Context: an optimization exercise on an open-source flow, tuned for small area, a short achievable clock period and few clock cycles per item. The choices shown serve that exercise and are no tape-out recipe. Where RTL was checked, it was by simulation tests only, not by an equivalence proof against the original. Only the layout flow was run in run 5; the RTL was not checked for function there. Power and IR drop assume default switching activity.

## design.v

```verilog
module cordic_multiply #(
    parameter WL = 16,
    parameter FL = 14,
    parameter N_ITER = 15
)(
    input  wire                 clk,
    input  wire                 rst_n,
    input  wire                 start,
    input  wire signed [WL-1:0] in1,
    input  wire signed [WL-1:0] in2,
    output wire signed [WL-1:0] out,
    output reg                  done
);
    reg  [15:1] ya_r, yb_r;
    reg         c0_r, p16_r;
    reg  [8:3] yc_r;
    wire p1 = ~(in1[0]);
    wire p2 = ~(in1[1]);
    wire p3 = ~(in1[2]);
    wire p4 = ~(in1[3]);
    wire p5 = ~(in1[4]);
    wire p6 = ~(in1[5]);
    wire p7 = ~(in1[6]);
    wire p8 = ~(in1[7]);
    wire p9 = ~(in1[8]);
    wire p10 = ~(in1[9]);
    wire p11 = ~(in1[10]);
    wire p12 = ~(in1[11]);
    wire p13 = ~(in1[12]);
    wire p14 = ~(in1[13]);
    wire p15 = ~(in1[14]);
    wire p16 = ~(~(in1[15]));
    wire p17 = ~(in2[15] & ~in1[0]);
    wire p18 = ~(in2[15]);
    wire p19 = ~(in2[14] & in1[1]);
    wire p20 = ~(in2[13] & in1[2]);
    wire p21 = ~(in2[12] & in1[3]);
    wire p22 = ~(in2[11] & in1[4]);
    wire p23 = ~(in2[10] & in1[5]);
    wire p24 = ~(in2[9] & in1[6]);
    wire p25 = ~(in2[8] & in1[7]);
    wire p26 = ~(in2[7] & in1[8]);
    wire p27 = ~(in2[6] & in1[9]);
    wire p28 = ~(in2[5] & in1[10]);
    wire p29 = ~(in2[4] & in1[11]);
    wire p30 = ~(in2[3] & in1[12]);
    wire p31 = ~(in2[2] & in1[13]);
    wire p32 = ~(~(in2[1] & in1[14]));
    wire p33 = ~(in2[15] & ~in1[1]);
    wire p34 = ~(in2[14] & in1[2]);
    wire p35 = ~(in2[13] & in1[3]);
    wire p36 = ~(in2[12] & in1[4]);
    wire p37 = ~(in2[11] & in1[5]);
    wire p38 = ~(in2[10] & in1[6]);
    wire p39 = ~(in2[9] & in1[7]);
    wire p40 = ~(in2[8] & in1[8]);
    wire p41 = ~(in2[7] & in1[9]);
    wire p42 = ~(in2[6] & in1[10]);
    wire p43 = ~(in2[5] & in1[11]);
    wire p44 = ~(in2[4] & in1[12]);
    wire p45 = ~(in2[3] & in1[13]);
    wire p46 = ~(in2[2] & in1[14]);
    wire p47 = ~(~(in2[1] & in1[15]));
    wire p48 = ~(in2[1] & in1[14]);
    wire p49 = ~(in2[15] & ~in1[2]);
    wire p50 = ~(in2[14] & in1[3]);
    wire p51 = ~(in2[13] & in1[4]);
    wire p52 = ~(in2[12] & in1[5]);
    wire p53 = ~(in2[11] & in1[6]);
    wire p54 = ~(in2[10] & in1[7]);
    wire p55 = ~(in2[9] & in1[8]);
    wire p56 = ~(in2[8] & in1[9]);
    wire p57 = ~(in2[7] & in1[10]);
    wire p58 = ~(in2[6] & in1[11]);
    wire p59 = ~(in2[5] & in1[12]);
    wire p60 = ~(in2[4] & in1[13]);
    wire p61 = ~(in2[3] & in1[14]);
    wire p62 = ~(~(in2[2] & in1[15]));
    wire p63 = ~(in2[15] & ~in1[3]);
    wire p64 = ~(in2[14] & in1[4]);
    wire p65 = ~(in2[13] & in1[5]);
    wire p66 = ~(in2[12] & in1[6]);
    wire p67 = ~(in2[11] & in1[7]);
    wire p68 = ~(in2[10] & in1[8]);
    wire p69 = ~(in2[9] & in1[9]);
    wire p70 = ~(in2[8] & in1[10]);
    wire p71 = ~(in2[7] & in1[11]);
    wire p72 = ~(in2[6] & in1[12]);
    wire p73 = ~(in2[5] & in1[13]);
    wire p74 = ~(in2[4] & in1[14]);
    wire p75 = ~(~(in2[3] & in1[15]));
    wire p76 = ~(in2[15] & ~in1[4]);
    wire p77 = ~(in2[14] & in1[5]);
    wire p78 = ~(in2[13] & in1[6]);
    wire p79 = ~(in2[12] & in1[7]);
    wire p80 = ~(in2[11] & in1[8]);
    wire p81 = ~(in2[10] & in1[9]);
    wire p82 = ~(in2[9] & in1[10]);
    wire p83 = ~(in2[8] & in1[11]);
    wire p84 = ~(in2[7] & in1[12]);
    wire p85 = ~(in2[6] & in1[13]);
    wire p86 = ~(in2[5] & in1[14]);
    wire p87 = ~(~(in2[4] & in1[15]));
    wire p88 = ~(in2[15] & ~in1[5]);
    wire p89 = ~(in2[14] & in1[6]);
    wire p90 = ~(in2[13] & in1[7]);
    wire p91 = ~(in2[12] & in1[8]);
    wire p92 = ~(in2[11] & in1[9]);
    wire p93 = ~(in2[10] & in1[10]);
    wire p94 = ~(in2[9] & in1[11]);
    wire p95 = ~(in2[8] & in1[12]);
    wire p96 = ~(in2[7] & in1[13]);
    wire p97 = ~(in2[6] & in1[14]);
    wire p98 = ~(~(in2[5] & in1[15]));
    wire p99 = ~(in2[15] & ~in1[6]);
    wire p100 = ~(in2[14] & in1[7]);
    wire p101 = ~(in2[13] & in1[8]);
    wire p102 = ~(in2[12] & in1[9]);
    wire p103 = ~(in2[11] & in1[10]);
    wire p104 = ~(in2[10] & in1[11]);
    wire p105 = ~(in2[9] & in1[12]);
    wire p106 = ~(in2[8] & in1[13]);
    wire p107 = ~(in2[7] & in1[14]);
    wire p108 = ~(~(in2[6] & in1[15]));
    wire p109 = ~(in2[15] & ~in1[7]);
    wire p110 = ~(in2[14] & in1[8]);
    wire p111 = ~(in2[13] & in1[9]);
    wire p112 = ~(in2[12] & in1[10]);
    wire p113 = ~(in2[11] & in1[11]);
    wire p114 = ~(in2[10] & in1[12]);
    wire p115 = ~(in2[9] & in1[13]);
    wire p116 = ~(in2[8] & in1[14]);
    wire p117 = ~(~(in2[7] & in1[15]));
    wire p118 = ~(in2[15] & ~in1[8]);
    wire p119 = ~(in2[14] & in1[9]);
    wire p120 = ~(in2[13] & in1[10]);
    wire p121 = ~(in2[12] & in1[11]);
    wire p122 = ~(in2[11] & in1[12]);
    wire p123 = ~(in2[10] & in1[13]);
    wire p124 = ~(in2[9] & in1[14]);
    wire p125 = ~(~(in2[8] & in1[15]));
    wire p126 = ~(in2[15] & ~in1[9]);
    wire p127 = ~(in2[14] & in1[10]);
    wire p128 = ~(in2[13] & in1[11]);
    wire p129 = ~(in2[12] & in1[12]);
    wire p130 = ~(in2[11] & in1[13]);
    wire p131 = ~(in2[10] & in1[14]);
    wire p132 = ~(~(in2[9] & in1[15]));
    wire p133 = ~(in2[15] & ~in1[10]);
    wire p134 = ~(in2[14] & in1[11]);
    wire p135 = ~(in2[13] & in1[12]);
    wire p136 = ~(in2[12] & in1[13]);
    wire p137 = ~(in2[11] & in1[14]);
    wire p138 = ~(~(in2[10] & in1[15]));
    wire p139 = ~(in2[15] & ~in1[11]);
    wire p140 = ~(in2[14] & in1[12]);
    wire p141 = ~(in2[13] & in1[13]);
    wire p142 = ~(in2[12] & in1[14]);
    wire p143 = ~(~(in2[11] & in1[15]));
    wire p144 = ~(in2[15] & ~in1[12]);
    wire p145 = ~(in2[14] & in1[13]);
    wire p146 = ~(in2[13] & in1[14]);
    wire p147 = ~(~(in2[12] & in1[15]));
    wire p148 = ~(in2[15] & ~in1[13]);
    wire p149 = ~(in2[14] & in1[14]);
    wire p150 = ~(~(in2[13] & in1[15]));
    wire p151 = ~(in2[15] & ~in1[14]);
    wire p152 = ~(~(in2[14] & in1[15]));
    wire p153 = ~(in2[15] & ~in1[15]);
    wire p154 = ~(1'b1);
    wire s155, c156;
    cm_fa us155 (.a(p1), .b(p2), .ci(p3), .s(s155), .co(c156));
    wire s157, c158;
    cm_fa us157 (.a(p4), .b(p5), .ci(p6), .s(s157), .co(c158));
    wire s159, c160;
    cm_fa us159 (.a(p7), .b(p8), .ci(p9), .s(s159), .co(c160));
    wire s161, c162;
    cm_fa us161 (.a(p10), .b(p11), .ci(p12), .s(s161), .co(c162));
    wire s163, c164;
    cm_fa us163 (.a(p13), .b(p14), .ci(p15), .s(s163), .co(c164));
    wire s165, c166;
    cm_fa us165 (.a(s155), .b(s157), .ci(s159), .s(s165), .co(c166));
    wire s167, c168;
    cm_fa us167 (.a(s161), .b(s163), .ci(s165), .s(s167), .co(c168));
    wire s169, c170;
    cm_fa us169 (.a(p16), .b(p17), .ci(p18), .s(s169), .co(c170));
    wire s171, c172;
    cm_fa us171 (.a(p19), .b(p20), .ci(p21), .s(s171), .co(c172));
    wire s173, c174;
    cm_fa us173 (.a(p22), .b(p23), .ci(p24), .s(s173), .co(c174));
    wire s175, c176;
    cm_fa us175 (.a(p25), .b(p26), .ci(p27), .s(s175), .co(c176));
    wire s177, c178;
    cm_fa us177 (.a(p28), .b(p29), .ci(p30), .s(s177), .co(c178));
    wire s179, c180;
    cm_fa us179 (.a(p31), .b(p32), .ci(c156), .s(s179), .co(c180));
    wire s181, c182;
    cm_fa us181 (.a(c158), .b(c160), .ci(c162), .s(s181), .co(c182));
    wire s183, c184;
    cm_fa us183 (.a(c164), .b(s169), .ci(s171), .s(s183), .co(c184));
    wire s185, c186;
    cm_fa us185 (.a(s173), .b(s175), .ci(s177), .s(s185), .co(c186));
    wire s187, c188;
    cm_fa us187 (.a(c166), .b(s179), .ci(s181), .s(s187), .co(c188));
    wire s189, c190;
    cm_fa us189 (.a(s183), .b(s185), .ci(c168), .s(s189), .co(c190));
    wire s191, c192;
    cm_fa us191 (.a(p33), .b(p34), .ci(p35), .s(s191), .co(c192));
    wire s193, c194;
    cm_fa us193 (.a(p36), .b(p37), .ci(p38), .s(s193), .co(c194));
    wire s195, c196;
    cm_fa us195 (.a(p39), .b(p40), .ci(p41), .s(s195), .co(c196));
    wire s197, c198;
    cm_fa us197 (.a(p42), .b(p43), .ci(p44), .s(s197), .co(c198));
    wire s199, c200;
    cm_fa us199 (.a(p45), .b(p46), .ci(p47), .s(s199), .co(c200));
    wire s201, c202;
    cm_fa us201 (.a(p48), .b(c170), .ci(c172), .s(s201), .co(c202));
    wire s203, c204;
    cm_fa us203 (.a(c174), .b(c176), .ci(c178), .s(s203), .co(c204));
    wire s205, c206;
    cm_fa us205 (.a(s191), .b(s193), .ci(s195), .s(s205), .co(c206));
    wire s207, c208;
    cm_fa us207 (.a(s197), .b(s199), .ci(c180), .s(s207), .co(c208));
    wire s209, c210;
    cm_fa us209 (.a(c182), .b(c184), .ci(c186), .s(s209), .co(c210));
    wire s211, c212;
    cm_fa us211 (.a(s201), .b(s203), .ci(s205), .s(s211), .co(c212));
    wire s213, c214;
    cm_fa us213 (.a(c188), .b(s207), .ci(s209), .s(s213), .co(c214));
    wire s215, c216;
    cm_fa us215 (.a(s211), .b(c190), .ci(s213), .s(s215), .co(c216));
    wire s217, c218;
    cm_fa us217 (.a(p49), .b(p50), .ci(p51), .s(s217), .co(c218));
    wire s219, c220;
    cm_fa us219 (.a(p52), .b(p53), .ci(p54), .s(s219), .co(c220));
    wire s221, c222;
    cm_fa us221 (.a(p55), .b(p56), .ci(p57), .s(s221), .co(c222));
    wire s223, c224;
    cm_fa us223 (.a(p58), .b(p59), .ci(p60), .s(s223), .co(c224));
    wire s225, c226;
    cm_fa us225 (.a(p61), .b(p62), .ci(c192), .s(s225), .co(c226));
    wire s227, c228;
    cm_fa us227 (.a(c194), .b(c196), .ci(c198), .s(s227), .co(c228));
    wire s229, c230;
    cm_fa us229 (.a(c200), .b(s217), .ci(s219), .s(s229), .co(c230));
    wire s231, c232;
    cm_fa us231 (.a(s221), .b(s223), .ci(c202), .s(s231), .co(c232));
    wire s233, c234;
    cm_fa us233 (.a(c204), .b(c206), .ci(s225), .s(s233), .co(c234));
    wire s235, c236;
    cm_fa us235 (.a(s227), .b(s229), .ci(c208), .s(s235), .co(c236));
    wire s237, c238;
    cm_fa us237 (.a(c210), .b(s231), .ci(c212), .s(s237), .co(c238));
    wire s239, c240;
    cm_fa us239 (.a(s233), .b(s235), .ci(c214), .s(s239), .co(c240));
    wire s241, c242;
    cm_fa us241 (.a(p63), .b(p64), .ci(p65), .s(s241), .co(c242));
    wire s243, c244;
    cm_fa us243 (.a(p66), .b(p67), .ci(p68), .s(s243), .co(c244));
    wire s245, c246;
    cm_fa us245 (.a(p69), .b(p70), .ci(p71), .s(s245), .co(c246));
    wire s247, c248;
    cm_fa us247 (.a(p72), .b(p73), .ci(p74), .s(s247), .co(c248));
    wire s249, c250;
    cm_fa us249 (.a(p75), .b(c218), .ci(c220), .s(s249), .co(c250));
    wire s251, c252;
    cm_fa us251 (.a(c222), .b(c224), .ci(s241), .s(s251), .co(c252));
    wire s253, c254;
    cm_fa us253 (.a(s243), .b(s245), .ci(s247), .s(s253), .co(c254));
    wire s255, c256;
    cm_fa us255 (.a(c226), .b(c228), .ci(c230), .s(s255), .co(c256));
    wire s257, c258;
    cm_fa us257 (.a(s249), .b(s251), .ci(s253), .s(s257), .co(c258));
    wire s259, c260;
    cm_fa us259 (.a(c232), .b(c234), .ci(s255), .s(s259), .co(c260));
    wire s261, c262;
    cm_fa us261 (.a(s257), .b(c236), .ci(c238), .s(s261), .co(c262));
    wire s263, c264;
    cm_fa us263 (.a(p76), .b(p77), .ci(p78), .s(s263), .co(c264));
    wire s265, c266;
    cm_fa us265 (.a(p79), .b(p80), .ci(p81), .s(s265), .co(c266));
    wire s267, c268;
    cm_fa us267 (.a(p82), .b(p83), .ci(p84), .s(s267), .co(c268));
    wire s269, c270;
    cm_fa us269 (.a(p85), .b(p86), .ci(p87), .s(s269), .co(c270));
    wire s271, c272;
    cm_fa us271 (.a(c242), .b(c244), .ci(c246), .s(s271), .co(c272));
    wire s273, c274;
    cm_fa us273 (.a(c248), .b(s263), .ci(s265), .s(s273), .co(c274));
    wire s275, c276;
    cm_fa us275 (.a(s267), .b(s269), .ci(c250), .s(s275), .co(c276));
    wire s277, c278;
    cm_fa us277 (.a(c252), .b(c254), .ci(s271), .s(s277), .co(c278));
    wire s279, c280;
    cm_fa us279 (.a(s273), .b(c256), .ci(s275), .s(s279), .co(c280));
    wire s281, c282;
    cm_fa us281 (.a(c258), .b(s277), .ci(c260), .s(s281), .co(c282));
    wire s283, c284;
    cm_fa us283 (.a(p88), .b(p89), .ci(p90), .s(s283), .co(c284));
    wire s285, c286;
    cm_fa us285 (.a(p91), .b(p92), .ci(p93), .s(s285), .co(c286));
    wire s287, c288;
    cm_fa us287 (.a(p94), .b(p95), .ci(p96), .s(s287), .co(c288));
    wire s289, c290;
    cm_fa us289 (.a(p97), .b(p98), .ci(c264), .s(s289), .co(c290));
    wire s291, c292;
    cm_fa us291 (.a(c266), .b(c268), .ci(c270), .s(s291), .co(c292));
    wire s293, c294;
    cm_fa us293 (.a(s283), .b(s285), .ci(s287), .s(s293), .co(c294));
    wire s295, c296;
    cm_fa us295 (.a(c272), .b(c274), .ci(s289), .s(s295), .co(c296));
    wire s297, c298;
    cm_fa us297 (.a(s291), .b(s293), .ci(c276), .s(s297), .co(c298));
    wire s299, c300;
    cm_fa us299 (.a(c278), .b(s295), .ci(c280), .s(s299), .co(c300));
    wire s301, c302;
    cm_fa us301 (.a(p99), .b(p100), .ci(p101), .s(s301), .co(c302));
    wire s303, c304;
    cm_fa us303 (.a(p102), .b(p103), .ci(p104), .s(s303), .co(c304));
    wire s305, c306;
    cm_fa us305 (.a(p105), .b(p106), .ci(p107), .s(s305), .co(c306));
    wire s307, c308;
    cm_fa us307 (.a(p108), .b(c284), .ci(c286), .s(s307), .co(c308));
    wire s309, c310;
    cm_fa us309 (.a(c288), .b(s301), .ci(s303), .s(s309), .co(c310));
    wire s311, c312;
    cm_fa us311 (.a(s305), .b(c290), .ci(c292), .s(s311), .co(c312));
    wire s313, c314;
    cm_fa us313 (.a(c294), .b(s307), .ci(s309), .s(s313), .co(c314));
    wire s315, c316;
    cm_fa us315 (.a(c296), .b(s311), .ci(s313), .s(s315), .co(c316));
    wire s317, c318;
    cm_fa us317 (.a(p109), .b(p110), .ci(p111), .s(s317), .co(c318));
    wire s319, c320;
    cm_fa us319 (.a(p112), .b(p113), .ci(p114), .s(s319), .co(c320));
    wire s321, c322;
    cm_fa us321 (.a(p115), .b(p116), .ci(p117), .s(s321), .co(c322));
    wire s323, c324;
    cm_fa us323 (.a(c302), .b(c304), .ci(c306), .s(s323), .co(c324));
    wire s325, c326;
    cm_fa us325 (.a(s317), .b(s319), .ci(s321), .s(s325), .co(c326));
    wire s327, c328;
    cm_fa us327 (.a(c308), .b(c310), .ci(s323), .s(s327), .co(c328));
    wire s329, c330;
    cm_fa us329 (.a(s325), .b(c312), .ci(c314), .s(s329), .co(c330));
    wire s331, c332;
    cm_fa us331 (.a(p118), .b(p119), .ci(p120), .s(s331), .co(c332));
    wire s333, c334;
    cm_fa us333 (.a(p121), .b(p122), .ci(p123), .s(s333), .co(c334));
    wire s335, c336;
    cm_fa us335 (.a(p124), .b(p125), .ci(c318), .s(s335), .co(c336));
    wire s337, c338;
    cm_fa us337 (.a(c320), .b(c322), .ci(s331), .s(s337), .co(c338));
    wire s339, c340;
    cm_fa us339 (.a(s333), .b(c324), .ci(c326), .s(s339), .co(c340));
    wire s341, c342;
    cm_fa us341 (.a(s335), .b(s337), .ci(c328), .s(s341), .co(c342));
    wire s343, c344;
    cm_fa us343 (.a(s339), .b(c330), .ci(s341), .s(s343), .co(c344));
    wire s345, c346;
    cm_fa us345 (.a(p126), .b(p127), .ci(p128), .s(s345), .co(c346));
    wire s347, c348;
    cm_fa us347 (.a(p129), .b(p130), .ci(p131), .s(s347), .co(c348));
    wire s349, c350;
    cm_fa us349 (.a(p132), .b(c332), .ci(c334), .s(s349), .co(c350));
    wire s351, c352;
    cm_fa us351 (.a(s345), .b(s347), .ci(c336), .s(s351), .co(c352));
    wire s353, c354;
    cm_fa us353 (.a(c338), .b(s349), .ci(c340), .s(s353), .co(c354));
    wire s355, c356;
    cm_fa us355 (.a(s351), .b(c342), .ci(s353), .s(s355), .co(c356));
    wire s357, c358;
    cm_fa us357 (.a(p133), .b(p134), .ci(p135), .s(s357), .co(c358));
    wire s359, c360;
    cm_fa us359 (.a(p136), .b(p137), .ci(p138), .s(s359), .co(c360));
    wire s361, c362;
    cm_fa us361 (.a(c346), .b(c348), .ci(s357), .s(s361), .co(c362));
    wire s363, c364;
    cm_fa us363 (.a(s359), .b(c350), .ci(s361), .s(s363), .co(c364));
    wire s365, c366;
    cm_fa us365 (.a(c352), .b(s363), .ci(c354), .s(s365), .co(c366));
    wire s367, c368;
    cm_fa us367 (.a(p139), .b(p140), .ci(p141), .s(s367), .co(c368));
    wire s369, c370;
    cm_fa us369 (.a(p142), .b(p143), .ci(c358), .s(s369), .co(c370));
    wire s371, c372;
    cm_fa us371 (.a(c360), .b(s367), .ci(c362), .s(s371), .co(c372));
    wire s373, c374;
    cm_fa us373 (.a(s369), .b(c364), .ci(s371), .s(s373), .co(c374));
    wire s375, c376;
    cm_fa us375 (.a(p144), .b(p145), .ci(p146), .s(s375), .co(c376));
    wire s377, c378;
    cm_fa us377 (.a(p147), .b(c368), .ci(s375), .s(s377), .co(c378));
    wire s379, c380;
    cm_fa us379 (.a(c370), .b(s377), .ci(c372), .s(s379), .co(c380));
    wire s381, c382;
    cm_fa us381 (.a(p148), .b(p149), .ci(p150), .s(s381), .co(c382));
    wire s383, c384;
    cm_fa us383 (.a(c376), .b(s381), .ci(c378), .s(s383), .co(c384));
    wire s385, c386;
    cm_fa us385 (.a(p151), .b(p152), .ci(c382), .s(s385), .co(c386));
    wire s387, c388;
    cm_fa us387 (.a(p153), .b(p154), .ci(c386), .s(s387), .co(c388));
    wire [16:0] ya = {s387, c384, c380, c374, c366, c356, c344, s343, s327, c298, s297, s279, s259, s237, s215, s187, s167};
    wire [16:0] yb = {1'b1, s385, s383, s379, s373, s365, s355, 1'b1, c316, c300, c282, c262, c240, c216, 1'b1, s189, 1'b1};
    wire        cy0 = ya[0] | yb[0];        
    wire        sx16 = ~(ya[16] ^ yb[16]);  
    always @(posedge clk) begin
        ya_r  <= ya[15:1];
        yb_r  <= yb[15:1];
        c0_r  <= cy0;
        p16_r <= sx16;
    end
    always @(posedge clk)
        yc_r <= {s329, s315, s299, s281, s261, s239};
    wire [15:1] ya2, yb2;
    wire yk9;
    wire yk8;
    wire yk7;
    wire yk6;
    wire yk5;
    wire yk4;
    cm_fa ur3 (.a(ya_r[3]), .b(yb_r[3]), .ci(yc_r[3]), .s(ya2[3]), .co(yk4));
    cm_fa ur4 (.a(ya_r[4]), .b(yb_r[4]), .ci(yc_r[4]), .s(ya2[4]), .co(yk5));
    cm_fa ur5 (.a(ya_r[5]), .b(yb_r[5]), .ci(yc_r[5]), .s(ya2[5]), .co(yk6));
    cm_fa ur6 (.a(ya_r[6]), .b(yb_r[6]), .ci(yc_r[6]), .s(ya2[6]), .co(yk7));
    cm_fa ur7 (.a(ya_r[7]), .b(yb_r[7]), .ci(yc_r[7]), .s(ya2[7]), .co(yk8));
    cm_fa ur8 (.a(ya_r[8]), .b(yb_r[8]), .ci(yc_r[8]), .s(ya2[8]), .co(yk9));
    assign ya2[1] = ya_r[1];
    assign yb2[1] = yb_r[1];
    assign ya2[2] = ya_r[2];
    assign yb2[2] = yb_r[2];
    assign yb2[3] = 1'b1;
    assign yb2[4] = yk4;
    assign yb2[5] = yk5;
    assign yb2[6] = yk6;
    assign yb2[7] = yk7;
    assign yb2[8] = yk8;
    assign ya2[9] = ya_r[9];
    assign yb2[9] = yk9;
    assign ya2[10] = ya_r[10];
    assign yb2[10] = yb_r[10];
    assign ya2[11] = ya_r[11];
    assign yb2[11] = yb_r[11];
    assign ya2[12] = ya_r[12];
    assign yb2[12] = yb_r[12];
    assign ya2[13] = ya_r[13];
    assign yb2[13] = yb_r[13];
    assign ya2[14] = ya_r[14];
    assign yb2[14] = yb_r[14];
    assign ya2[15] = ya_r[15];
    assign yb2[15] = yb_r[15];
    wire [16:0] sum = {p16_r, ya2, 1'b1} + {1'b1, yb2, c0_r};
    assign out = ~sum[16:1];
    always @(posedge clk or negedge rst_n)
        if (!rst_n) done <= 1'b0;
        else        done <= start;
endmodule
module cm_han (
    input  wire a,
    input  wire b,
    output wire s,
    output wire co
);
    assign s  = ~(a ^ b);
    assign co = a | b;
endmodule
module cm_fa (
    input  wire a,
    input  wire b,
    input  wire ci,
    output wire s,
    output wire co
);
    assign s  = a ^ b ^ ci;
    assign co = (a & b) | (a & ci) | (b & ci);
endmodule
```

## standard.sh

```bash
#!/bin/bash
# synth_recipe.tcl (not shown) runs the flow's synth.tcl, then flattens the netlist and writes it again
# the make line also repeats each setting of config.mk as NAME=value (left out here)
make -C /OpenROAD-flow-scripts/flow DESIGN_CONFIG=/design/flow/config.mk WORK_HOME=/design/flow/orfs CLKGATE_MAP_FILE= SYNTH_SCRIPT=/design/flow/synth_recipe.tcl "${@:-finish}"
```

## constraint.sdc

```tcl
create_clock -name core_clock -period 7.0 [get_ports {clk}]
set_input_delay 1.4000 -clock core_clock [delete_from_list [all_inputs] [get_ports {clk}]]
set_output_delay 1.4000 -clock core_clock [all_outputs]
set_load 0.01 [all_outputs]
```

## flow/run.sh

```bash
#!/bin/bash
# Layout flow: the standard flow (standard.sh, unchanged synthesis and
# steps), except that the port buffers are the platform's smallest buffer
# (buf_1) instead of the default pick; repair_design still resizes them where
# a load needs it.  The full output goes to standard.log in this folder.
set -euo pipefail
export BUFFER_PORTS_ARGS="-buffer_cell sky130_fd_sc_hd__buf_1"
bash standard.sh > standard.log 2>&1
```

## config.mk

```make
export PLATFORM = sky130hd
export DESIGN_NAME = cordic_multiply
export DESIGN_NICKNAME = cordic_multiply
export VERILOG_FILES = /design/flow/design.v
export SDC_FILE = /design/flow/constraint.sdc
export NUM_CORES = 4
export LEC_CHECK = 0
export CAP_MARGIN = 20
export CORE_MARGIN = 2
export CORE_UTILIZATION = 40
export CTS_BUF_LIST = sky130_fd_sc_hd__clkbuf_4
export PLACE_DENSITY = 0.75
export SETUP_SLACK_MARGIN = 2.8
export SLEW_MARGIN = 20
export SYNTH_HIERARCHICAL = 1
export SYNTH_MINIMUM_KEEP_SIZE = 0
```

==> metrics.md, run 1 <==
| Metric | Value |
|---|---|
| Outcome | complete, no violations |
| Synth top area share | between 50% and 60% |
| Slew Limit Headroom | 62.47% |
| Hpwl dp | between 9000 and 10000 um |
| Die span in x | between 100 and 150 um |
| Antenna Diode Count | 0 |
| Layout cells sized above 1 | 5.732% |
| Post-CTS Setup Inserts | 0 |
| All-Layer GR Usage | a little under a fifth |
| Synth cell types | 39 |
| Async set-or-reset flop fraction in the synthesized netlist | under 10% |
| Crit path buf inv count | 1 |
| Seq/Total Area, Yosys | approximately 16% |
| TritonCTS buffer count | 5 |
| PortBufs | 50 |
| Crit Path Category | input port to flop |
| Initial drt markers | ~170 |
| EDFF count, synth | 0 |
| RD Place Congestion | 0.9075 |
| Adder-cell share of the synthesized area | a little under three fifths |
| Period utilization | a little under 60% |
| Core Region | ~0.011 mm2 |
| Syn Std Cell Area | 0.004598 mm2 |
| # H-tree levels | 2 |
| Post-Synth XOR/XNOR Area | between 1.5 and 2% |
| Top post-synthesis cells by count | nand2_1 (127), fa_1 (123), dfxtp_1 (35) |
| Routed wire per std cell | about 18 um |
| Vias in the first global route | 3693 |
| Synth Flop Type | dfxtp_1 |
| Row count | 39 |
| Final Instance Area | around 0.005 mm2 |
| Post-cts hold buffer count | 0 |
| Max Root-Sink Buffers | 2 |
| Dominant cells by area after synthesis | fa_1 (54%), dfxtp_1 (15%), nand2_1 (10%) |
| Post-Synth Simple-Gate Area | between 10% and 20% |
| Worst-path cell chain | buf_1 -> nand2_1 -> fa_1 -> fa_1 -> fa_1 -> fa_1 -> fa_1 |
| Gr ovfl total | 0 |
| Routed Antenna Nets | 0 |
| Largest family of logic cells by synthesized area | adder cells |
| Syn_area_per_cell | about 11 um2 |
| Yosys reg bits | 36 |
| PwrDens | about 470 mW/mm2 |
| Critical Path Stages | 7 |
| Slowest stage delay, CP | 520 ps |
| YS warnings | 7 |
| Pre-Repair DR Iteration Count | 5 |
| Crit path DAT | 4380 ps |
| Tmin final | roughly 4200 ps |
| Worst path most repeated cell | fa_1 |
| Cell count after synthesis | about 430 |
| Worst setup EP type | flop |
| CTS tree | yes |
| Initial Util | 40.62% |
| Pins Over Slew Limit | 0 |
| Slew @ Worst Pin | 563.0 ps |
| LEAKAGE | roughly 1.9 nW |
| Routed wire length | ~11000 um |
| Die Span Y | between 100 and 150 um |
| Synthesis-to-layout area growth | 9.007% |
| Maximum VDD drop | approximately 0.00047 V |
| Total of max-cap violations | 0 |
| Full die area | between 0.01 and 0.015 mm2 |
| Setup TNS | 0 ps |
| First-pass GRT wire length | 18250 um |
| Area post-placement | about 0.005 mm2 |
| # setup viols final | 0 |
| Root Buffer | clkbuf_4 |
| Largest net degree at the start of global routing | 18 |
| Nature of the critical path startpoint | input port |
| RSZ-0062 raised after global routing | no |
| Synth Area in Compound Gates | under 10% |
| HP Class | input port to asynchronous set/reset pin |
| Fmax | between 200 and 250 MHz |
| Most frequent cell after synthesis | nand2_1 |
| Clock slew at reported path FFs | ~100 ps |
| Clk sinks | 36 |
| Nets@finish | 642 |
| Vias | 3265 |
| Synth area leader | fa_1 |
| # DRC | 0 |
| Syn nets | 604 |
| Worst Path Max Fanout | 11 |
| CP max-delay cell | fa_1 |
| CP top delay family | adder cells |
| Initial antenna violation count | 0 |
| Num ports | 52 |
| Critical Path RT | between 7000 and 8000 ps |
| Total design power | approximately 2.3 mW |
| Mux contribution to synthesized area | 0% |
| Vias per std cell | 5.318 |
| Fin. Hold Viols | 0 |
-- registers in the layout, summed over array words and instances, names as in the netlist --
signal  cells
yb_r       13
done        1
p16_r       1
yc_r        6
ya_r       15
-- layout by cell type, fill, tap and decap left out, types with 2 or more instances in the layout --
cell,count
buf_2,8
inv_1,23
nand2_1,127
o21ai_0,3
a21oi_1,8
and2_1,15
dfxtp_1,35
nand3_1,8
clkbuf_2,3
fa_1,123
ha_1,13
nand3b_1,2
xor2_1,4
a211oi_1,2
nor3_1,3
xnor2_1,6
nor2_1,6
o21ai_1,4
nand2b_1,4
o21a_1,2
buf_1,39
a21o_1,2
nand4_1,2
clkbuf_4,6
a21oi_2,3
-- how the worst max path moves through the flow --
| stage | slack (ps) | endpoint | start |
|---|---|---|---|
| after floorplan | 2820 | ya_r[2] | in2[11] |
| after global placement | 2360 | ya_r[2] | in1[14] |
| after detailed placement | 2270 | ya_r[9] | in2[15] |
| after CTS | 2800 | out[13] | ya_r[8] |
| after global routing | 2810 | yb_r[10] | in1[7] |
| final | 2830 | ya_r[2] | in2[10] |
-- cell families after synthesis --
kind of cell	count (synthesis)
adder cells (fa/ha/maj)	137
AO/OA/AOI/OAI	36
buffers and inverters	42
XOR/XNOR	10
AND/OR/NAND/NOR	170
other	1
flip-flops	36
-- layer usage --
layer | up-vias | wire, um | GRT usage (%) | share of wire [%]
met5 | - | 0 | 0 | 0
met4 | 0 | 424 | 7.737 | 3.9
met3 | 35 | 940 | 4.319 | 8.6
met2 | 175 | 5261 | 31.38 | 48
met1 | 1632 | 4276 | 23.14 | 39
li1 | 1423 | - | - | -
-- repair_timing --
item / CTS / global route
gates resized for setup: 9 / 8
pin swaps: 0 / 1
setup endpoints to repair: 17 / 16
endpoints found under the hold margin: 0 / 0
-- metrics by stage --
| step | worst slack [ps] | util [%] | std cells | hold WS (ps) |
|---|---|---|---|---|
| floorplan | 2818 | - | 432 | 1104 |
| global placement | 2362 | 43.23 | 606 | 1166 |
| detailed placement | 2265 | 43.23 | 606 | 1171 |
| CTS | 2802 | 44.08 | 614 | 810.1 |
| global route | 2809 | 44.28 | 614 | 788.6 |
| finish | 2826 | 44.28 | 614 | 817.5 |
-- report_power, final --
part / internal [mW] / switching [mW] / leakage [nW]
Sequential: 0.311 / 0.0461 / 0.307
Combinational: 0.756 / 1.08 / 1.55
Clock: 0.0788 / 0.0616 / 0.0456
Total: 1.15 / 1.19 / 1.90
-- final cells by class --
cell class / instances / area [um2]
tap: 143 / 178.9
clock buffer: 6 / 45.04
clock inverter: 2 / 35.03
multi-input combinational: 354 / 3740
sequential: 36 / 725.7
inverter: 23 / 86.33
fill: 1067 / 6309
timing repair buffer: 50 / 201.4
-- per-module statistics from Yosys, one instance, submodules excluded --
| module | cells inside | times used | cell area [um2] |
|---|---|---|---|
| cordic_multiply | 309 | 1 | 2136 |
| cm_fa | 1 | 123 | 20.02 |
Testbench counts, summed over its fixed seeds: cycles 1,608, items 1,600.
==> run 2, diff against run 1 <==
--- a/config.mk
+++ b/config.mk
@@ -10,7 +10,7 @@
 export CORE_UTILIZATION = 40
 export CTS_BUF_LIST = sky130_fd_sc_hd__clkbuf_4
 export PLACE_DENSITY = 0.75
-export SETUP_SLACK_MARGIN = 2.8
+export SETUP_SLACK_MARGIN = 3.0
 export SLEW_MARGIN = 20
 export SYNTH_HIERARCHICAL = 1
 export SYNTH_MINIMUM_KEEP_SIZE = 0
==> metrics.md, run 2 <==
| Metric | Value |
|---|---|
| YS warnings | 7 (unchanged) |
| Fmax | 250.5 MHz (+4.5%) |
| Fin. Hold Viols | 0 (unchanged) |
| Async set-or-reset flop fraction in the synthesized netlist | 2.778% (unchanged) |
| Worst setup EP type | output port |
| Crit path DAT | 2590 ps (-1790 ps) |
| Routed Antenna Nets | 0 (unchanged) |
| Nets@finish | 644 (+0.31%) |
| CTS tree | yes |
| Area post-placement | 0.004921 mm2 (+0.56%) |
| Maximum VDD drop | 0.0006304 V (+35%) |
| DR top layer | met4 |
| Routed wire length | 11350 um (+4.1%) |
| Gr ovfl total | 0 (unchanged) |
| First-pass GRT wire length | 19110 um (+4.7%) |
| PwrDens | 493.0 mW/mm2 (+5.9%) |
| Crit Path Category | flop to output port |
| Die Span Y | 111.2 um (unchanged) |
| Tmin final | 3992 ps (-181.5 ps) |
| Die span in x | 111.2 um (unchanged) |
| Synth area leader | fa_1 |
| RSZ-0062 raised after global routing | yes |
| Clk sinks | 36 (unchanged) |
| Dominant cells by area after synthesis | fa_1 (54%), dfxtp_1 (15%), nand2_1 (10%) |
| Syn_area_per_cell | 10.64 um2 (unchanged) |
| Critical path launch point | yc_r[4] |
| Metal2 WL | 5643 um (+7.3%) |
| PortBufs | 50 (unchanged) |
| Layout cells sized above 1 | 13.32% (+7.6 points) |
| Nature of the critical path startpoint | flop |
| Worst Path Max Fanout | 3 (-8) |
| # DRC | 0 (unchanged) |
| Num ports | 52 (unchanged) |
| Critical Path RT | 5600 ps (-1610 ps) |
| Root Buffer | clkbuf_4 |
| Syn Std Cell Area | 0.004598 mm2 (unchanged) |
| Core Region | 0.01132 mm2 (unchanged) |
| Yosys reg bits | 36 (unchanged) |
| All-Layer GR Usage | 19.41% (+0.80 points) |
| TritonCTS buffer count | 5 (unchanged) |
| Hpwl dp | 9126 um (-0.14%) |
| Outcome | complete, no violations |
| Top flop regs | ya_r (15), yb_r (13), yc_r (6) |
| Row count | 39 (unchanged) |
| Antenna Diode Count | 0 (unchanged) |
| Hold Slack | 798.9 ps (-18.51 ps) |
| Cell count after synthesis | 432 (unchanged) |
| Largest register FFs | 15 (unchanged) |
| WL met3 | 1003 um (+6.7%) |
| Vias | 3344 (+2.4%) |
| Initial drt markers | 279 (+62%) |
| Most frequent cells in the layout | nand2_1 (127), fa_1 (111), dfxtp_1 (32) |
| Period utilization | 57.03% (-2.6 points) |
| Clock slew at reported path FFs | 100 ps (about the same) |
| Top post-synthesis cells by count | nand2_1 (127), fa_1 (123), dfxtp_1 (35) |
| Most flops, register | ya_r |
| RD Place Congestion | 0.9046 (-0.32%) |
| Max Root-Sink Buffers | 2 (unchanged) |
| Most frequent cell after synthesis | nand2_1 |
| # H-tree levels | 2 (unchanged) |
| Wire length on met1 | 4327 um (+1.2%) |
| Pins Over Slew Limit | 0 (unchanged) |
| Routed wire per std cell | 18.42 um (+3.7%) |
| Synth top area share | 53.55% (unchanged) |
| Commonest non-fill, non-tap cell in the layout | nand2_1 |
| Full die area | 0.01237 mm2 (unchanged) |
| # setup viols final | 0 (unchanged) |
| Synthesis-to-layout area growth | 11.65% |
| Total of max-cap violations | 0 (unchanged) |
| Syn nets | 604 (unchanged) |
| Synth Flop Type | dfxtp_1 |
| Setup TNS | 0 ps (unchanged) |
| Synth cell types | 39 (unchanged) |
| LEAKAGE | 1.932 nW (+1.7%) |
| Final Instance Area | 0.005134 mm2 (+2.4%) |
| HP Class | input port to asynchronous set/reset pin |
| Initial antenna violation count | 0 (unchanged) |
| Vias per std cell | 5.429 (+2.1%) |
| Seq/Total Area, Yosys | 15.78% (unchanged) |
| Vias in the first global route | 3906 (+5.8%) |
| EDFF count, synth | 0 (unchanged) |
| Largest net degree at the start of global routing | 18 (unchanged) |
| Pre-Repair DR Iteration Count | 4 (-1) |
| Initial Util | 40.62% (unchanged) |
run 2: area by class of cell:
type | count | area (um2)
Clock buffer | 6 | 45.04
Timing Repair Buffer | 52 | 234.0
Multi-Input combinational cell | 354 | 3825
Tap cell | 143 | 178.9
Inverter | 23 | 86.33
Sequential cell | 36 | 729.5
Clock inverter | 2 | 35.03
Fill cell | 1062 | 6187
run 2: path summary, 6_finish.rpt:
path                            to  slack, ps  depth (start not counted)
worst max-delay path       out[15]       3010                          8
worst min-delay path          done        800                          1
max in group asynchronous     done       6110                          1
min in group core_clock       done       1160                          1
run 2: where the power goes:
group          leakage [nW]  internal [mW]  switching (mW)
Clock                0.0456         0.0787          0.0628
Combinational          1.58          0.868            1.16
Sequential            0.307          0.313          0.0463
run 2: cells by family (layout without fill, tap and decap cells):
| kind of cell | Yosys count | in the layout | share of synthesized area [%] |
|---|---|---|---|
| xor+xnor | 10 | 10 | 1.905 |
| other cells | 1 | 1 | 0.08155 |
| simple gates | 170 | 170 | 15.86 |
| flops | 36 | 36 | 15.78 |
| fa+ha+maj | 137 | 137 | 57.36 |
| buf+inv | 42 | 83 | 3.429 |
| compound gates | 36 | 36 | 5.578 |
run 2: timing repair:
item / in CTS / in global routing
hold buffers: 0 / 0
resized for setup: 33 / 14
gates cloned: 0 / 0
pin swaps: 9 / 6
buffers inserted: 2 / 0
setup endpoints to repair: 21 / 7
run 2: metal layers:
| layer | vias up | global-route usage [%] |
|---|---|---|
| li1 | 1423 | - |
| met1 | 1700 | 23.54 |
| met2 | 187 | 33.46 |
| met3 | 34 | 3.882 |
| met4 | 0 | 8.807 |
| met5 | - | 0 |
run 2: metrics by stage:
stage / util, % / setup WS [ps] / power, mW / std cells
floorplan: - / 2973 / 1.660 / 432
global route: 45.35 / 2920 / 2.789 / 616
CTS: 45.05 / 2983 / 2.447 / 616
global placement: 43.47 / 2393 / 2.128 / 606
detailed placement: 43.47 / 2338 / 2.178 / 606
finish: 45.35 / 3008 / 2.531 / 616
run 2: critical path: stages (launching register included):
cell	delay, ps
dfxtp_1	330
fa_1	520
ha_4	320
o21ai_2	80
o21ai_2	230
nand3_1	160
a211o_1	330
o311ai_2	100
buf_2	190
run 2: modules after synthesis, one instance, submodules excluded:
module | flip-flops and latches | cells inside | area [um2] | copies in the design
cm_fa | 0 | 1 | 20.02 | 123
cordic_multiply | 36 | 309 | 2136 | 1
==> run 3, diff against run 2 <==
--- a/config.mk
+++ b/config.mk
@@ -5,12 +5,13 @@
 export SDC_FILE = /design/flow/constraint.sdc
 export NUM_CORES = 4
 export LEC_CHECK = 0
+export ABC_CLOCK_PERIOD_IN_PS = 1500
 export CAP_MARGIN = 20
 export CORE_MARGIN = 2
 export CORE_UTILIZATION = 40
 export CTS_BUF_LIST = sky130_fd_sc_hd__clkbuf_4
 export PLACE_DENSITY = 0.75
-export SETUP_SLACK_MARGIN = 3.0
+export SETUP_SLACK_MARGIN = 2.9
 export SLEW_MARGIN = 20
 export SYNTH_HIERARCHICAL = 1
 export SYNTH_MINIMUM_KEEP_SIZE = 0
==> metrics.md, run 3 <==
| Metric | Value |
|---|---|
| Outcome | complete, no violations |
| Setup ws final | 2968 ps (-39.99 ps) |
| Pre-Repair DR Iteration Count | 4 (unchanged) |
| Routed wire per std cell | 17.26 um (-6.3%) |
| Vias per std cell | 5.192 (-4.4%) |
| Row count | 39 (unchanged) |
| Core Util, Final | 44.37% (-0.97 points) |
| Routed Antenna Nets | 0 (unchanged) |
| Nature of the critical path startpoint | input port |
| Hpwl dp | 8941 um (-2.0%) |
| Maximum VDD drop | 0.0006711 V (+6.5%) |
| CTS tree | yes |
| Critical Path RT | 7210 ps (+1610 ps) |
| Largest net degree at the start of global routing | 18 (unchanged) |
| Yosys reg bits | 36 (unchanged) |
| Tmin final | 4032 ps (+39.99 ps) |
| Setup WS pre-CTS | 2359 ps (+21.23 ps) |
| Total design power | 2.333 mW (-7.8%) |
| Fin. Hold Viols | 0 (unchanged) |
| EDFF count, synth | 0 (unchanged) |
| First-pass GRT wire length | 17750 um (-7.1%) |
| Dominant cells by area after synthesis | fa_1 (54%), dfxtp_1 (15%), nand2_1 (10%) |
| Seq/Total Area, Yosys | 15.78% (unchanged) |
| Total of max-cap violations | 0 (unchanged) |
| Synth Area in Compound Gates | 5.578% (unchanged) |
| Layout cells sized above 1 | 8.493% (-4.8 points) |
| Setup TNS | 0 ps (unchanged) |
| Full die area | 0.01237 mm2 (unchanged) |
| Placed insts | 606 (unchanged) |
| Cell count after synthesis | 432 (unchanged) |
| Most flops, register | ya_r |
| RD Place Congestion | 0.8968 (-0.86%) |
| Top post-synthesis cells by count | nand2_1 (127), fa_1 (123), dfxtp_1 (35) |
| Vias | 3188 (-4.7%) |
| Worst setup EP type | flop |
| PortBufs | 50 (unchanged) |
| Syn nets | 604 (unchanged) |
| Num ports | 52 (unchanged) |
| Fin cells | 614 (-0.32%) |
| Nets@finish | 642 (-0.31%) |
| Syn_area_per_cell | 10.64 um2 (unchanged) |
| Adder-cell share of the synthesized area | 57.36% (unchanged) |
| Vias in the first global route | 3606 (-7.7%) |
| Pins Over Slew Limit | 0 (unchanged) |
| Synth area leader | fa_1 |
| Synth cell types | 39 (unchanged) |
| Synth top area share | 53.55% (unchanged) |
| Routed wire length | 10600 um (-6.6%) |
| RSZ-0062 raised after global routing | yes |
| Initial drt markers | 173 (-38%) |
| Largest family of logic cells by synthesized area | adder cells |
| Gr ovfl total | 0 (unchanged) |
| Mux contribution to synthesized area | 0% (unchanged) |
| Worst Path Max Fanout | 7 (+4) |
| Antenna Diode Count | 0 (unchanged) |
| Synthesis-to-layout area growth | 9.252% |
| Initial antenna violation count | 0 (unchanged) |
| LEAKAGE | 1.902 nW (-1.5%) |
| Largest register FFs | 15 (unchanged) |
| Period utilization | 57.60% (+0.57 points) |
| Top flop regs | ya_r (15), yb_r (13), yc_r (6) |
| Post-Synth XOR/XNOR Area | 1.905% (unchanged) |
| Synth Flop Type | dfxtp_1 |
| Root Buffer | clkbuf_4 |
| HP Class | input port to asynchronous set/reset pin |
| Crit path DAT | 4240 ps (+1650 ps) |
| Core Region | 0.01132 mm2 (unchanged) |
| All-Layer GR Usage | 18.09% (-1.3 points) |
| TritonCTS buffer count | 5 (unchanged) |
| Clk sinks | 36 (unchanged) |
| Fmax | 248.0 MHz (-0.99%) |
| Most frequent cells in the layout | nand2_1 (127), fa_1 (118), dfxtp_1 (35) |
| Crit Path Category | input port to flop |
| Fill cells | 1076 (+1.3%) |
| YS warnings | 7 (unchanged) |
| Post-cts hold buffer count | 0 (unchanged) |
| Commonest non-fill, non-tap cell in the layout | nand2_1 |
| Async set-or-reset flop fraction in the synthesized netlist | 2.778% (unchanged) |
| Clock slew at reported path FFs | 100 ps (about the same) |
| Max Root-Sink Buffers | 2 (unchanged) |
| # setup viols final | 0 (unchanged) |
| PwrDens | 464.4 mW/mm2 (-5.8%) |
| # H-tree levels | 2 (unchanged) |
| Post-Synth Simple-Gate Area | 15.86% (unchanged) |
| # DRC | 0 (unchanged) |
| Most frequent cell after synthesis | nand2_1 |
| Die Span Y | 111.2 um (unchanged) |
| Die span in x | 111.2 um (unchanged) |
| Syn Std Cell Area | 0.004598 mm2 (unchanged) |
| Initial Util | 40.62% (unchanged) |
-- run 3: changes by cell type in the layout (fill, tap and decap cells not counted), sizes merged --
| cell | previous run | this run |
|---|---|---|
| buf | 49 | 45 |
| bufinv | 1 | 0 |
| clkinv | 1 | 2 |
| clkbuf | 9 | 11 |
-- run 3: cell type report --
type / instances / area [um2] / share of cell area (%)
clock buffers: 6 / 45.04 / 0.8966
clock inverters: 2 / 7.507 / 0.1494
inverters: 23 / 86.33 / 1.719
multi-input cells: 354 / 3770 / 75.04
flip-flops and latches: 36 / 725.7 / 14.45
well taps: 143 / 178.9 / 3.562
repair buffers: 50 / 210.2 / 4.184
-- run 3: worst max-delay path: stages --
cell and delay [ps]:
buf_1 320, inv_1 150, fa_1 520, fa_1 410
fa_1 460, fa_1 570, fa_1 410
-- run 3: modules after synthesis, one instance, submodules excluded --
module	cell area, um2	cells inside	times used	flip-flops and latches
cordic_multiply	2136	309	1	36
cm_fa	20.02	1	123	0
-- run 3: layer usage --
layer	routed length, um	global-route usage (%)	vias to the layer above
li1	-	-	1418
met1	4414	24.13	1615
met2	5235	30.08	135
met3	742	3.390	20
met4	206	5.844	0
met5	0	0	-
-- run 3: what timing repair did --
action                                  CTS  global route
pin swaps                                 0             2
endpoints found under the hold margin     0             0
buffers inserted                          0             0
endpoints found under the setup margin   19             9
resized for setup                        16            12
-- run 3: cell families after synthesis --
group | count (synthesis)
AND/OR/NAND/NOR | 170
adder cells (fa/ha/maj) | 137
AO/OA/AOI/OAI | 36
other | 1
XOR/XNOR | 10
buffers and inverters | 42
flip-flops | 36
-- run 3: metrics by stage --
stage / hold slack [ps] / area, um2
final: 814.6 / 5024
after floorplan: 1104 / 4636
after global placement: 1164 / 4906
after CTS: 795.4 / 4987
after global routing: 782.5 / 5024
after detailed placement: 1165 / 4906
-- run 3: power breakdown --
| group | internal, mW | switching (mW) | total [mW] |
|---|---|---|---|
| registers | 0.311 | 0.0452 | 0.357 |
| logic | 0.782 | 1.09 | 1.88 |
| clock network | 0.0411 | 0.0597 | 0.101 |
-- run 3: worst paths after layout --
| check | from | endpoint | slack (ps) | cells after the start |
|---|---|---|---|---|
| max | in1[6] | ya_r[2] | 2970 | 7 |
| min | rst_n | done | 810 | 1 |
| max in group asynchronous | rst_n | done | 6090 | 1 |
| min in group core_clock | start | done | 1170 | 1 |
==> run 4, diff against run 3 <==
--- a/config.mk
+++ b/config.mk
@@ -5,7 +5,7 @@
 export SDC_FILE = /design/flow/constraint.sdc
 export NUM_CORES = 4
 export LEC_CHECK = 0
-export ABC_CLOCK_PERIOD_IN_PS = 1500
+export ABC_CLOCK_PERIOD_IN_PS = 3000
 export CAP_MARGIN = 20
 export CORE_MARGIN = 2
 export CORE_UTILIZATION = 40
==> metrics.md, run 4 <==
| Metric | Value |
|---|---|
| Vias per std cell | 5.192 (unchanged) |
| Register share of total power | 15.3% (about the same) |
| Largest register FFs | 15 (unchanged) |
| Worst setup EP type | flop |
| CTS tree | yes |
| Num ports | 52 (unchanged) |
| CP max-delay cell | fa_1 |
| Routed Antenna Nets | 0 (unchanged) |
| TritonCTS buffer count | 5 (unchanged) |
| Setup WS pre-CTS | 2359 ps (unchanged) |
| Slowest stage delay, CP | 570 ps (about the same) |
| LEAKAGE | 1.902 nW (unchanged) |
| Seq/Total Area, Yosys | 15.78% (unchanged) |
| YS warnings | 7 (unchanged) |
| Post-cts hold buffer count | 0 (unchanged) |
| Synth area leader | fa_1 |
| Most frequent cells in the layout | nand2_1 (127), fa_1 (118), dfxtp_1 (35) |
| All-Layer GR Usage | 18.09% (unchanged) |
| Worst Path Max Fanout | 7 (unchanged) |
| Nets@finish | 642 (unchanged) |
| Most frequent cell after synthesis | nand2_1 |
| RSZ-0062 raised after global routing | yes |
| Setup ws final | 2968 ps (unchanged) |
| Initial Util | 40.62% (unchanged) |
| # setup viols final | 0 (unchanged) |
| CP top delay family | adder cells |
| Clock power frac | 4.3% (about the same) |
| Area post-placement | 0.004906 mm2 (unchanged) |
| Final Instance Area | 0.005024 mm2 (unchanged) |
| Row count | 39 (unchanged) |
| Hpwl dp | 8941 um (unchanged) |
| Vias in the first global route | 3606 (unchanged) |
| Pins Over Slew Limit | 0 (unchanged) |
| Largest net degree at the start of global routing | 18 (unchanged) |
| Tmin final | 4032 ps (unchanged) |
| Fin. Hold Viols | 0 (unchanged) |
| Nature of the critical path startpoint | input port |
| Layout cells sized above 1 | 8.493% (unchanged) |
| Fmax | 248.0 MHz (unchanged) |
| Syn_area_per_cell | 10.64 um2 (unchanged) |
| Initial antenna violation count | 0 (unchanged) |
| Synth cell types | 39 (unchanged) |
| Gr ovfl total | 0 (unchanged) |
| # H-tree levels | 2 (unchanged) |
| Die span in x | 111.2 um (unchanged) |
| Crit path DAT | 4240 ps (about the same) |
| Synthesis-to-layout area growth | 9.252% (unchanged) |
| Syn Std Cell Area | 0.004598 mm2 (unchanged) |
| Total of max-cap violations | 0 (unchanged) |
| Worst-path cell chain | buf_1 -> inv_1 -> fa_1 -> fa_1 -> fa_1 -> fa_1 -> fa_1 |
| Switching pwr | 1.199 mW (unchanged) |
| # DRC | 0 (unchanged) |
| Top flop regs | ya_r (15), yb_r (13), yc_r (6) |
| Fill cells | 1076 (unchanged) |
| Setup TNS | 0 ps (unchanged) |
| Maximum VDD drop | 0.0006711 V (unchanged) |
| RD Place Congestion | 0.8968 (unchanged) |
| Initial drt markers | 173 (unchanged) |
| Synth Flop Type | dfxtp_1 |
| Full die area | 0.01237 mm2 (unchanged) |
| Top post-synthesis cells by count | nand2_1 (127), fa_1 (123), dfxtp_1 (35) |
| Routed wire per std cell | 17.26 um (unchanged) |
| Clk sinks | 36 (unchanged) |
| Hold Slack | 814.6 ps (unchanged) |
| Syn nets | 604 (unchanged) |
| Vias | 3188 (unchanged) |
| Core Region | 0.01132 mm2 (unchanged) |
| Root Buffer | clkbuf_4 |
| Routed wire length | 10600 um (unchanged) |
| Switching fraction of total power | 51.37% (unchanged) |
| Outcome | complete, no violations |
| First-pass GRT wire length | 17750 um (unchanged) |
| Max Root-Sink Buffers | 2 (unchanged) |
| HP Class | input port to asynchronous set/reset pin |
| Period utilization | 57.60% (unchanged) |
| Yosys reg bits | 36 (unchanged) |
| Critical Path RT | 7210 ps (about the same) |
| Clock slew at reported path FFs | 100 ps (about the same) |
| Comb pwr share | 80.4% (about the same) |
| EDFF count, synth | 0 (unchanged) |
| Most flops, register | ya_r |
| Internal | 1.135 mW (unchanged) |
| Commonest non-fill, non-tap cell in the layout | nand2_1 |
| Pre-Repair DR Iteration Count | 4 (unchanged) |
| Antenna Diode Count | 0 (unchanged) |
| Worst path most repeated cell | fa_1 |
| Synth top area share | 53.55% (unchanged) |
| Dominant cells by area after synthesis | fa_1 (54%), dfxtp_1 (15%), nand2_1 (10%) |
| Die Span Y | 111.2 um (unchanged) |
| Crit Path Category | input port to flop |
| Async set-or-reset flop fraction in the synthesized netlist | 2.778% (unchanged) |
| PwrDens | 464.4 mW/mm2 (unchanged) |
| Cell count after synthesis | 432 (unchanged) |
| PortBufs | 50 (unchanged) |
| Crit path buf inv count | 2 (unchanged) |
[run 4: cell counts after synthesis]
No cell type changed its count.
[run 4: power by group through the flow]
stage | clock network (mW) | registers [mW] | logic [mW]
floorplan | 0 | 0.351 | 1.30
global placement | 0 | 0.358 | 1.76
CTS | 0.105 | 0.357 | 1.84
detailed placement | 0 | 0.362 | 1.80
finish | 0.101 | 0.357 | 1.88
global route | 0.115 | 0.368 | 2.12
[run 4: layout make-up]
class	instances	area [um2]	share of cell area (%)
multi-input combinational	354	3770	75.04
timing repair buffer	50	210.2	4.184
sequential	36	725.7	14.45
tap	143	178.9	3.562
clock buffer	6	45.04	0.8966
clock inverter	2	7.507	0.1494
inverter	23	86.33	1.719
[run 4: path summary, 6_finish.rpt]
check	from	endpoint	slack, ps	cells past startpoint
max in group asynchronous	rst_n	done	6090	1
setup / recovery	in1[6]	ya_r[2]	2970	7
min in group core_clock	start	done	1170	1
hold / removal	rst_n	done	810	1
[run 4: per-module statistics from Yosys (local to each module, per instance)]
module	cells	copies in the design	flip-flops and latches	area, um2
cm_fa	1	123	0	20.02
cordic_multiply	309	1	36	2136
[run 4: repair_timing]
item / in CTS / in global routing
resized for setup: 16 / 12
pin swaps: 0 / 2
setup endpoints to repair: 19 / 9
setup buffers: 0 / 0
[run 4: cell families after synthesis]
kind of cell,Yosys count,share of synthesized area (%)
AOI/OAI and AO/OA,36,5.578
xor gates and xnor gates,10,1.905
adders and majority gates,137,57.36
buffers and inverters,42,3.429
DFF,36,15.78
other,1,0.08155
and+or+nand+nor,170,15.86
[run 4: routing by layer]
| layer | GRT usage, % | up-vias | part of all wire [%] |
|---|---|---|---|
| met4 | 5.844 | 0 | 1.9 |
| met2 | 30.08 | 135 | 49 |
| met5 | 0 | - | 0 |
| met1 | 24.13 | 1615 | 42 |
| li1 | - | 1418 | - |
| met3 | 3.390 | 20 | 7.0 |
[run 4: per-stage QoR]
| stage | instances | total power [mW] | util (%) |
|---|---|---|---|
| after floorplan | 432 | 1.656 | - |
| after global placement | 606 | 2.123 | 43.34 |
| after detailed placement | 606 | 2.165 | 43.34 |
| after CTS | 614 | 2.299 | 44.05 |
| after global routing | 614 | 2.605 | 44.37 |
| final | 614 | 2.333 | 44.37 |
==> run 5, diff against run 4 <==
--- a/design.v
+++ b/design.v
@@ -275,7 +275,7 @@
     wire s259, c260;
     cm_fa us259 (.a(c232), .b(c234), .ci(s255), .s(s259), .co(c260));
     wire s261, c262;
-    cm_fa us261 (.a(s257), .b(c236), .ci(c238), .s(s261), .co(c262));
+    cm_fa us261 (.a(c236), .b(s257), .ci(c238), .s(s261), .co(c262));
     wire s263, c264;
     cm_fa us263 (.a(p76), .b(p77), .ci(p78), .s(s263), .co(c264));
     wire s265, c266;
--- a/config.mk
+++ b/config.mk
@@ -5,7 +5,6 @@
 export SDC_FILE = /design/flow/constraint.sdc
 export NUM_CORES = 4
 export LEC_CHECK = 0
-export ABC_CLOCK_PERIOD_IN_PS = 3000
 export CAP_MARGIN = 20
 export CORE_MARGIN = 2
 export CORE_UTILIZATION = 40
==> metrics.md, run 5 <==
| Metric | Value |
|---|---|
| Outcome | complete, no violations |
| Hpwl dp | 8862 um (-0.89%) |
| EDFF count, synth | 0 (unchanged) |
| Core Util, Final | 44.87% (+0.50 points) |
| Synth top area share | 53.55% (unchanged) |
| Top post-synthesis cells by count | nand2_1 (127), fa_1 (123), dfxtp_1 (35) |
| Initial drt markers | 248 (+43%) |
| HP Class | input port to asynchronous set/reset pin |
| Root Buffer | clkbuf_4 |
| Synth area leader | fa_1 |
| Critical Path RT | 7210 ps (about the same) |
| Routed wire length | 10930 um (+3.2%) |
| Syn_area_per_cell | 10.64 um2 (unchanged) |
| Most flops, register | ya_r |
| Largest net degree at the start of global routing | 18 (unchanged) |
| Max Root-Sink Buffers | 2 (unchanged) |
| Cell count after synthesis | 432 (unchanged) |
| Nets@finish | 643 (+0.16%) |
| Period utilization | 57.77% (+0.17 points) |
| TritonCTS buffer count | 5 (unchanged) |
| Die Span Y | 111.2 um (unchanged) |
| Maximum VDD drop | 0.0004827 V (-28%) |
| Fin. Hold Viols | 0 (unchanged) |
| Comb pwr share | 79.8% (-0.6 points) |
| Gr ovfl total | 0 (unchanged) |
| Row count | 39 (unchanged) |
| Initial Util | 40.62% (unchanged) |
| LEAKAGE | 1.930 nW (+1.4%) |
| Final Instance Area | 0.005080 mm2 (+1.1%) |
| # DRC | 0 (unchanged) |
| Crit Path Category | input port to flop |
| Antenna Diode Count | 0 (unchanged) |
| Yosys reg bits | 36 (unchanged) |
| All-Layer GR Usage | 18.39% (+0.30 points) |
| Synth Flop Type | dfxtp_1 |
| YS warnings | 7 (unchanged) |
| Vias in the first global route | 3736 (+3.6%) |
| Layout cells sized above 1 | 10.17% (+1.7 points) |
| Most frequent cells in the layout | nand2_1 (127), fa_1 (118), dfxtp_1 (35) |
| Total of max-cap violations | 0 (unchanged) |
| PortBufs | 50 (unchanged) |
| Commonest non-fill, non-tap cell in the layout | nand2_1 |
| Internal | 1.219 mW (+7.4%) |
| Syn nets | 604 (unchanged) |
| Routed wire per std cell | 17.78 um (+3.0%) |
| Initial antenna violation count | 0 (unchanged) |
| Seq/Total Area, Yosys | 15.78% (unchanged) |
| Num ports | 52 (unchanged) |
| Fmax | 247.3 MHz (-0.29%) |
| Switching pwr | 1.249 mW (+4.2%) |
| # H-tree levels | 2 (unchanged) |
| Clock slew at reported path FFs | 100 ps (about the same) |
| Die span in x | 111.2 um (unchanged) |
| Post-cts hold buffer count | 0 (unchanged) |
| Clk sinks | 36 (unchanged) |
| Nature of the critical path startpoint | input port |
| Switching fraction of total power | 50.62% (-0.75 points) |
| RSZ-0062 raised after global routing | yes |
| Syn Std Cell Area | 0.004598 mm2 (unchanged) |
| First-pass GRT wire length | 18170 um (+2.4%) |
| Most frequent cell after synthesis | nand2_1 |
| PwrDens | 485.8 mW/mm2 (+4.6%) |
| Tmin final | 4044 ps (+11.84 ps) |
| Core Region | 0.01132 mm2 (unchanged) |
| Synth cell types | 39 (unchanged) |
| Vias per std cell | 5.340 (+2.8%) |
| Synthesis-to-layout area growth | 10.48% |
| Area post-placement | 0.004906 mm2 (unchanged) |
| CTS tree | yes |
| Worst Path Max Fanout | 7 (unchanged) |
| Full die area | 0.01237 mm2 (unchanged) |
| Vias | 3284 (+3.0%) |
| Fill cells | 1068 (-0.74%) |
| Worst setup EP type | flop |
| Register share of total power | 14.5% (-0.8 points) |
| Async set-or-reset flop fraction in the synthesized netlist | 2.778% (unchanged) |
| Crit path DAT | 4260 ps (+20 ps) |
| # setup viols final | 0 (unchanged) |
| Pre-Repair DR Iteration Count | 5 (+1) |
| Setup TNS | 0 ps (unchanged) |
| Clock power frac | 5.7% (+1.4 points) |
| Routed Antenna Nets | 0 (unchanged) |
| RD Place Congestion | 0.9162 (+2.2%) |
| Dominant cells by area after synthesis | fa_1 (54%), dfxtp_1 (15%), nand2_1 (10%) |
| Pins Over Slew Limit | 0 (unchanged) |
| Top flop regs | ya_r (15), yb_r (13), yc_r (6) |
| Hold Slack | 809.3 ps (-5.276 ps) |
| Largest register FFs | 15 (unchanged) |
==> run 5: cell count changes in the layout (fill, tap and decap cells not counted), sizes merged <==
cell	before	now
clkbuf	11	14
clkinv	2	1
bufinv	0	1
buf	45	43
==> run 5: repair_timing <==
action	CTS	global route
resized for setup	16	18
gates cloned	0	0
pin swaps	0	5
endpoints found under the setup margin	19	19
setup buffers	0	1
==> run 5: area by class of cell <==
type	instances	area, um2	area share, %
multi-input combinational	354	3789	74.58
sequential	36	725.7	14.29
timing repair buffer	51	220.2	4.335
tap	143	178.9	3.522
inverter	23	86.33	1.700
clock buffer	6	45.04	0.8867
clock inverter	2	35.03	0.6897
==> run 5: critical path: stages <==
cell   delay [ps]
buf_1         310
inv_1         160
fa_1          510
fa_1          410
fa_1          480
fa_1          580
fa_1          410
==> run 5: cell families after synthesis <==
kind of cell / synth area share, %
compound gates: 5.578
xor+xnor: 1.905
fa+ha+maj: 57.36
buf+inv: 3.429
flops: 15.78
other cells: 0.08155
simple gates: 15.86
==> run 5: per-module statistics from Yosys, one instance, submodules excluded <==
module,times used,cells inside,flip-flops and latches
cm_fa,123,1,0
cordic_multiply,1,309,36
==> run 5: how the worst max path moves through the flow <==
stage / startpoint / to / depth (start not counted)
floorplan: in1[8] / ya_r[2] / 7
global placement: in1[12] / ya_r[2] / 7
detailed placement: in1[13] / ya_r[2] / 7
CTS: in2[10] / ya_r[2] / 7
global route: ya_r[8] / out[13] / 8
finish: in1[6] / ya_r[2] / 7
==> run 5: through the flow <==
stage               instances  setup slack [ps]  total power, mW
finish                    615              2956            2.468
global route              615              2855            2.722
CTS                       614              2838            2.353
detailed placement        606              2299            2.173
global placement          606              2355            2.128
floorplan                 432              2907            1.655
==> run 5: power by group through the flow <==
| stage | Combinational, mW | Clock (mW) | Sequential [mW] |
|---|---|---|---|
| floorplan | 1.30 | 0 | 0.351 |
| global placement | 1.77 | 0 | 0.358 |
| detailed placement | 1.81 | 0 | 0.362 |
| CTS | 1.85 | 0.148 | 0.358 |
| global route | 2.20 | 0.156 | 0.368 |
| finish | 1.97 | 0.142 | 0.357 |
==> run 5: layer usage <==
layer	part of all wire [%]	track usage (%)	routed length (um)	vias up
met5	0	0	0	-
met4	3.7	8.477	402	0
met3	7.4	3.773	804	30
met2	49	30.65	5318	166
met1	40	23.12	4409	1666
li1	-	-	-	1422

## port drivers added, routing unchanged
The flow's constraints put no driver on any port. The routed layouts listed below were extracted and timed again, unchanged, in two steps.
Step 1 (the two cells are an assumption about what drives the block):
set clk [get_ports {clk}]
set_driving_cell -lib_cell sky130_fd_sc_hd__clkbuf_16 $clk
set_driving_cell -lib_cell sky130_fd_sc_hd__buf_2 [delete_from_list [all_inputs] $clk]
Step 2 also shifts input and output timing later by t, the mid clock arrival at the registers, as if the neighbouring blocks saw the same clock.
Slacks: no drivers / after step 1 / after step 2; pairs: no drivers / after step 1.
| run | t (ns) | setup WS [ns] | hold WS [ns] |
|---|---|---|---|
| run 1 | 0.341 | 2.826 / 2.826 / 2.485 | 0.817 / 0.816 / 1.156 |
| run 2 | 0.353 | 3.008 / 2.984 / 2.701 | 0.799 / 0.801 / 1.154 |
| run 3 | 0.338 | 2.968 / 2.966 / 2.628 | 0.815 / 0.818 / 1.156 |
| run 4 | 0.338 | 2.968 / 2.966 / 2.628 | 0.815 / 0.818 / 1.156 |
| run 5 | 0.347 | 2.956 / 2.960 / 2.613 | 0.809 / 0.809 / 1.156 |
After both steps setup and hold are still met in every run listed. For run 5, which loses most, drivers alone change the setup slack by +0.004 ns; drivers and shift together by -0.343 ns.
